From an optimization exercise on the open Yosys and OpenROAD flow, aimed at small area and a short achievable clock period; shortcuts taken in it are not production practice.
In this exercise RTL edits were held to simulation tests only and were not proved equivalent to the original.
No activity file was given, so power comes from the tool's default toggle rates.

== exp/lagoon ==
==> flow/design.v <==
module viterbi_add_select #(
    parameter ZA = 0,
    parameter ZB = 0
) (
    input             clk,
    input      [11:0] m0,       
    input      [11:0] m1,       
    input      [8:0]  bA,
    input      [8:0]  bB,
    input      [9:0]  eu,       
    input      [9:0]  ed,       
    input             go,       
    input             hold,     
    output reg        du,       
    output reg        dd,       
    output reg [11:0] mu,       
    output reg [11:0] md        
);
wire [11:0] i0 = {m0[11:8] + 4'd1, m0[7:0]};    
wire [11:0] i1 = {m1[11:8] + 4'd1, m1[7:0]};    
wire [11:0] u0 = ZA ? i0 : m0 + {3'd0, bA};
wire [11:0] u1 = ZB ? i1 : m1 + {3'd0, bB};
wire [11:0] d0 = ZB ? i0 : m0 + {3'd0, bB};
wire [11:0] d1 = ZA ? i1 : m1 + {3'd0, bA};
wire [11:0] n1 = ~m1;
wire [11:0] xu = {{2{eu[9]}}, eu};
wire [11:0] xd = {{2{ed[9]}}, ed};
wire [11:0] su = m0 ^ n1 ^ xu;
wire [11:0] cu = (m0 & n1) | (m0 & xu) | (n1 & xu);
wire [11:0] sd = m0 ^ n1 ^ xd;
wire [11:0] cd = (m0 & n1) | (m0 & xd) | (n1 & xd);
wire        gu = ~sign12(su, {cu[10:0], 1'b1});
wire        gd = ~sign12(sd, {cd[10:0], 1'b1});
function automatic sign12;
    input [11:0] x;
    input [11:0] y;
    reg   [10:0] g, p, g2, p2;
    integer j, k;
    begin
        g = x[10:0] & y[10:0];
        p = x[10:0] | y[10:0];
        for (k = 1; k < 11; k = k * 2) begin
            g2 = g;
            p2 = p;
            for (j = k; j < 11; j = j + 1) begin
                g2[j] = g[j] | (p[j] & g[j-k]);
                p2[j] = p[j] & p[j-k];
            end
            g = g2;
            p = p2;
        end
        sign12 = x[11] ^ y[11] ^ g[10];
    end
endfunction
wire su0 = go & ~gu;
wire su1 = go &  gu;
wire sd0 = go & ~gd;
wire sd1 = go &  gd;
always @(posedge clk) begin
    du <= gu;
    dd <= gd;
    mu <= ({12{su0}} & u0) | ({12{su1}} & u1) | ({12{hold}} & mu);
    md <= ({12{sd0}} & d0) | ({12{sd1}} & d1) | ({12{hold}} & md);
end
endmodule
module viterbi_data_forward(
    input         clk,
    input         rst,
    input  [7:0]  LLR0,
    input  [7:0]  LLR1,
    input         data_in_v,
    output [63:0] back_info,
    output        back_info_v
);
localparam [63:0] ATAB = {
    2'd3, 2'd2, 2'd3, 2'd2, 2'd0, 2'd1, 2'd0, 2'd1,
    2'd0, 2'd1, 2'd0, 2'd1, 2'd3, 2'd2, 2'd3, 2'd2,
    2'd1, 2'd0, 2'd1, 2'd0, 2'd2, 2'd3, 2'd2, 2'd3,
    2'd2, 2'd3, 2'd2, 2'd3, 2'd1, 2'd0, 2'd1, 2'd0};
wire [8:0] p = {LLR0[7], LLR0} + {LLR1[7], LLR1} + 9'd256;
reg  [7:0] ra, rb, na, nb;
reg  [8:0] rp, np;
reg  [9:0] rq, rnq, rpp, rnp;    
reg  [9:0] iq, inq, ipp, inp;    
reg        v1, v2, clr;
always @(posedge clk) begin
    ra  <= LLR0;
    rb  <= LLR1;
    rp  <= p;
    na  <= ~LLR0;
    nb  <= ~LLR1;
    np  <= ~p;
    rq  <= {LLR0[7], LLR0[7], LLR0} - {LLR1[7], LLR1[7], LLR1};
    rnq <= {LLR1[7], LLR1[7], LLR1} - {LLR0[7], LLR0[7], LLR0};
    rpp <= {LLR0[7], LLR0[7], LLR0} + {LLR1[7], LLR1[7], LLR1};
    rnp <= -({LLR0[7], LLR0[7], LLR0} + {LLR1[7], LLR1[7], LLR1});
    iq  <= ~({LLR0[7], LLR0[7], LLR0} - {LLR1[7], LLR1[7], LLR1});
    inq <= ~({LLR1[7], LLR1[7], LLR1} - {LLR0[7], LLR0[7], LLR0});
    ipp <= ~({LLR0[7], LLR0[7], LLR0} + {LLR1[7], LLR1[7], LLR1});
    inp <= ~(-({LLR0[7], LLR0[7], LLR0} + {LLR1[7], LLR1[7], LLR1}));
    v1  <= data_in_v & ~rst;
    v2  <= v1 & ~rst;
    clr <= rst;
end
wire go   = v1;
wire hold = ~v1 & ~clr;
wire [8:0] bm [0:7];
assign bm[0] = 9'd256;
assign bm[1] = {~ra[7], ra[7], ra[6:0]};
assign bm[2] = {~rb[7], rb[7], rb[6:0]};
assign bm[3] = rp;
assign bm[4] = 9'd256;
assign bm[5] = ~{~na[7], na[7], na[6:0]};
assign bm[6] = ~{~nb[7], nb[7], nb[6:0]};
assign bm[7] = ~np;
wire [9:0] ee [0:7];
assign ee[0] = rnp;
assign ee[1] = rq;
assign ee[2] = rnq;
assign ee[3] = rpp;
assign ee[4] = ~inp;
assign ee[5] = ~iq;
assign ee[6] = ~inq;
assign ee[7] = ~ipp;
wire [11:0] m [0:63];
genvar i;
generate
    for (i = 0; i < 32; i = i + 1) begin : bf
        localparam integer A = ATAB[2*i +: 2];
        localparam integer B = 3 - A;
        localparam integer C = (i >= 16) ? 4 : 0;    
        viterbi_add_select #(.ZA(A == 0), .ZB(B == 0)) u (
            .clk  (clk),
            .m0   (m[2*i]),
            .m1   (m[2*i+1]),
            .bA   (bm[C+A]),
            .bB   (bm[C+B]),
            .eu   (ee[C+A]),
            .ed   (ee[C+B]),
            .go   (go),
            .hold (hold),
            .du   (back_info[i]),
            .dd   (back_info[i+32]),
            .mu   (m[i]),
            .md   (m[i+32])
        );
    end
endgenerate
assign back_info_v = v2;
endmodule
Settings: LEC_CHECK=0, CAP_MARGIN=20, CORE_MARGIN=2, CORE_UTILIZATION=40, CTS_BUF_LIST=sky130_fd_sc_hd__clkbuf_8, CTS_CLUSTER_SIZE=30, SETUP_SLACK_MARGIN=1.5, SLEW_MARGIN=20; clock period 5.5 ns.
run.sh (not shown) runs the stock make flow with config.mk's settings and CLKGATE_MAP_FILE= SYNTH_SCRIPT=/design/flow/synth_recipe.tcl, a recipe that flattens the netlist after the stock synthesis.
The final layout from exp/lagoon, which completed every stage, passed the timing, design-rule and antenna checks at the end of the flow.
The inputs of exp/fjord differ from those of exp/lagoon as listed below.
# exp/lagoon
export LEC_CHECK = 0
export CAP_MARGIN = 20
export CORE_MARGIN = 2
export CORE_UTILIZATION = 40
export CTS_BUF_LIST = sky130_fd_sc_hd__clkbuf_8
export CTS_CLUSTER_SIZE = 30
export SETUP_SLACK_MARGIN = 1.5
export SLEW_MARGIN = 20
create_clock -name core_clock -period 5.5 [get_ports {clk}]
# exp/fjord
export LEC_CHECK = 0
export CAP_MARGIN = 20
export CORE_MARGIN = 2
export CORE_UTILIZATION = 40
export CTS_BUF_LIST = sky130_fd_sc_hd__clkbuf_8
export CTS_CLUSTER_SIZE = 30
export SETUP_SLACK_MARGIN = 2.0
export SLEW_MARGIN = 20
create_clock -name core_clock -period 5.5 [get_ports {clk}]
Findings:
- When exp/fjord is measured against exp/lagoon, its relative area change from synthesis to final layout turns out 5.7 points higher.
- exp/lagoon and exp/fjord ended up with nearly the same multi-input combinational cell count.
- Count of vias placed by the detailed router in exp/fjord is 2255 above exp/lagoon.
- Delta (exp/fjord minus exp/lagoon): global-route track usage on met1 went up, smallest setup slack after layout climbed 0.30 ns, DRC violation count after routing flat, final-layout clock buffer total down 7.
- bf[19].u.md[9] as the worst setup path endpoint was reported by exp/fjord, and bf[5].u.md[3] by exp/lagoon.
- As far as placed instance area is concerned, exp/lagoon and exp/fjord perform about the same.
- The flow did not stop early for exp/fjord: all stages ran, and the layout cleared the timing, design-rule and antenna checks.
Input-level comparison between exp/violet and exp/fjord:
# exp/fjord
export LEC_CHECK = 0
export CAP_MARGIN = 20
export CORE_MARGIN = 2
export CORE_UTILIZATION = 40
export CTS_BUF_LIST = sky130_fd_sc_hd__clkbuf_8
export CTS_CLUSTER_SIZE = 30
export SETUP_SLACK_MARGIN = 2.0
export SLEW_MARGIN = 20
create_clock -name core_clock -period 5.5 [get_ports {clk}]
# exp/violet
export LEC_CHECK = 0
export CAP_MARGIN = 20
export CORE_MARGIN = 2
export CORE_UTILIZATION = 40
export CTS_BUF_LIST = sky130_fd_sc_hd__clkbuf_8
export CTS_CLUSTER_SIZE = 30
export SETUP_SLACK_MARGIN = 2.3
export SLEW_MARGIN = 20
create_clock -name core_clock -period 5.5 [get_ports {clk}]
--- outcome ---
- The run with more setup slack is exp/violet; exp/fjord has less.
- Comparing final area for exp/violet and exp/fjord, the bigger number came from exp/violet.
- Diff exp/violet and exp/fjord: non-clock buffer count higher in exp/violet
- Delta (exp/violet minus exp/fjord): total power shows an increase of 17%, instance area after placement shows no meaningful change.
diff inputs: exp/violet => exp/delta
# exp/violet
export LEC_CHECK = 0
export CAP_MARGIN = 20
export CORE_MARGIN = 2
export CORE_UTILIZATION = 40
export CTS_BUF_LIST = sky130_fd_sc_hd__clkbuf_8
export CTS_CLUSTER_SIZE = 30
export SETUP_SLACK_MARGIN = 2.3
export SLEW_MARGIN = 20
create_clock -name core_clock -period 5.5 [get_ports {clk}]
# exp/delta
export LEC_CHECK = 0
export CAP_MARGIN = 20
export CORE_MARGIN = 2
export CORE_UTILIZATION = 40
export CTS_BUF_LIST = sky130_fd_sc_hd__clkbuf_8
export CTS_CLUSTER_SIZE = 30
export SETUP_SLACK_MARGIN = 1.7
export SLEW_MARGIN = 20
create_clock -name core_clock -period 5.5 [get_ports {clk}]
Findings:
exp/violet has completed all stages; timing, DRC and antenna checks passed.
Having completed the whole flow, exp/delta delivered a layout that passed the timing, design-rule and antenna checks.
NOTE post-layout total power exp/violet->exp/delta decreased by more than 10%
Between exp/violet and exp/delta, the flow reports total vias in the final route decreasing by a few percent.
NOTE: clock share of power in exp/delta exceeds that of exp/violet
When exp/delta is measured against exp/violet, its highest achievable clock rate turns out 6.2% lower.
Diff exp/delta and exp/violet: post-detailed-routing wire length higher in exp/violet
Setup changes, exp/delta to exp/maple
# exp/delta
export LEC_CHECK = 0
export CAP_MARGIN = 20
export CORE_MARGIN = 2
export CORE_UTILIZATION = 40
export CTS_BUF_LIST = sky130_fd_sc_hd__clkbuf_8
export CTS_CLUSTER_SIZE = 30
export SETUP_SLACK_MARGIN = 1.7
export SLEW_MARGIN = 20
create_clock -name core_clock -period 5.5 [get_ports {clk}]
# exp/maple
export LEC_CHECK = 0
export CAP_MARGIN = 5
export CORE_MARGIN = 2
export CORE_UTILIZATION = 40
export CTS_BUF_LIST = sky130_fd_sc_hd__clkbuf_8
export CTS_CLUSTER_SIZE = 30
export SETUP_SLACK_MARGIN = 1.7
export SLEW_MARGIN = 5
create_clock -name core_clock -period 5.5 [get_ports {clk}]
[summary]
Compared with exp/delta, exp/maple improves setup slack of the critical path after layout. NOTE: largest fanout on the critical path in exp/maple falls short of that of exp/delta. Against exp/delta, final critical delay including setup and external delays in exp/maple came out better. bf[21].u.md[5] as the end of the critical path was reported by exp/delta, and bf[31].u.mu[1] by exp/maple. The final reports for exp/maple and exp/delta show post-place setup slack lower in the former. In the metrics for exp/delta and exp/maple, the one carrying the higher met1 layer wirelength in the final routing is exp/maple. On area occupied by multi-input gates, exp/delta and exp/maple are neck and neck. For the share of the clock period used by the worst path, exp/maple came in 0.49 points lower than exp/delta did.

## static timing again, ports no longer ideal
How much do the figures lean on ideal ports? The routed layouts below were timed once more, with nothing changed but the port constraints. Step 1: set_driving_cell puts a clkbuf_16 on clk and a buf_2 on each other input, an assumption about the parent block. Step 2 also shifts input and output timing later by t, the mid clock arrival at the registers, as if the neighbouring blocks saw the same clock. Three values: ideal, step 1, step 2; two values: the first two.
run	t, ns	slack for setup (ns)	cell pins on the clock port's net
exp/lagoon	1.079	1.508 / 1.508 / 0.760	1
exp/fjord	1.122	1.805 / 1.805 / 1.026	1
exp/violet	1.094	1.940 / 1.940 / 1.306	1
exp/delta	1.110	1.703 / 1.703 / 0.781	1
exp/maple	1.113	1.730 / 1.730 / 0.740	1
After both steps every run listed still meets setup and hold. For exp/maple, which loses most, drivers alone change the setup slack by 0.000 ns; drivers and shift together by -0.990 ns.
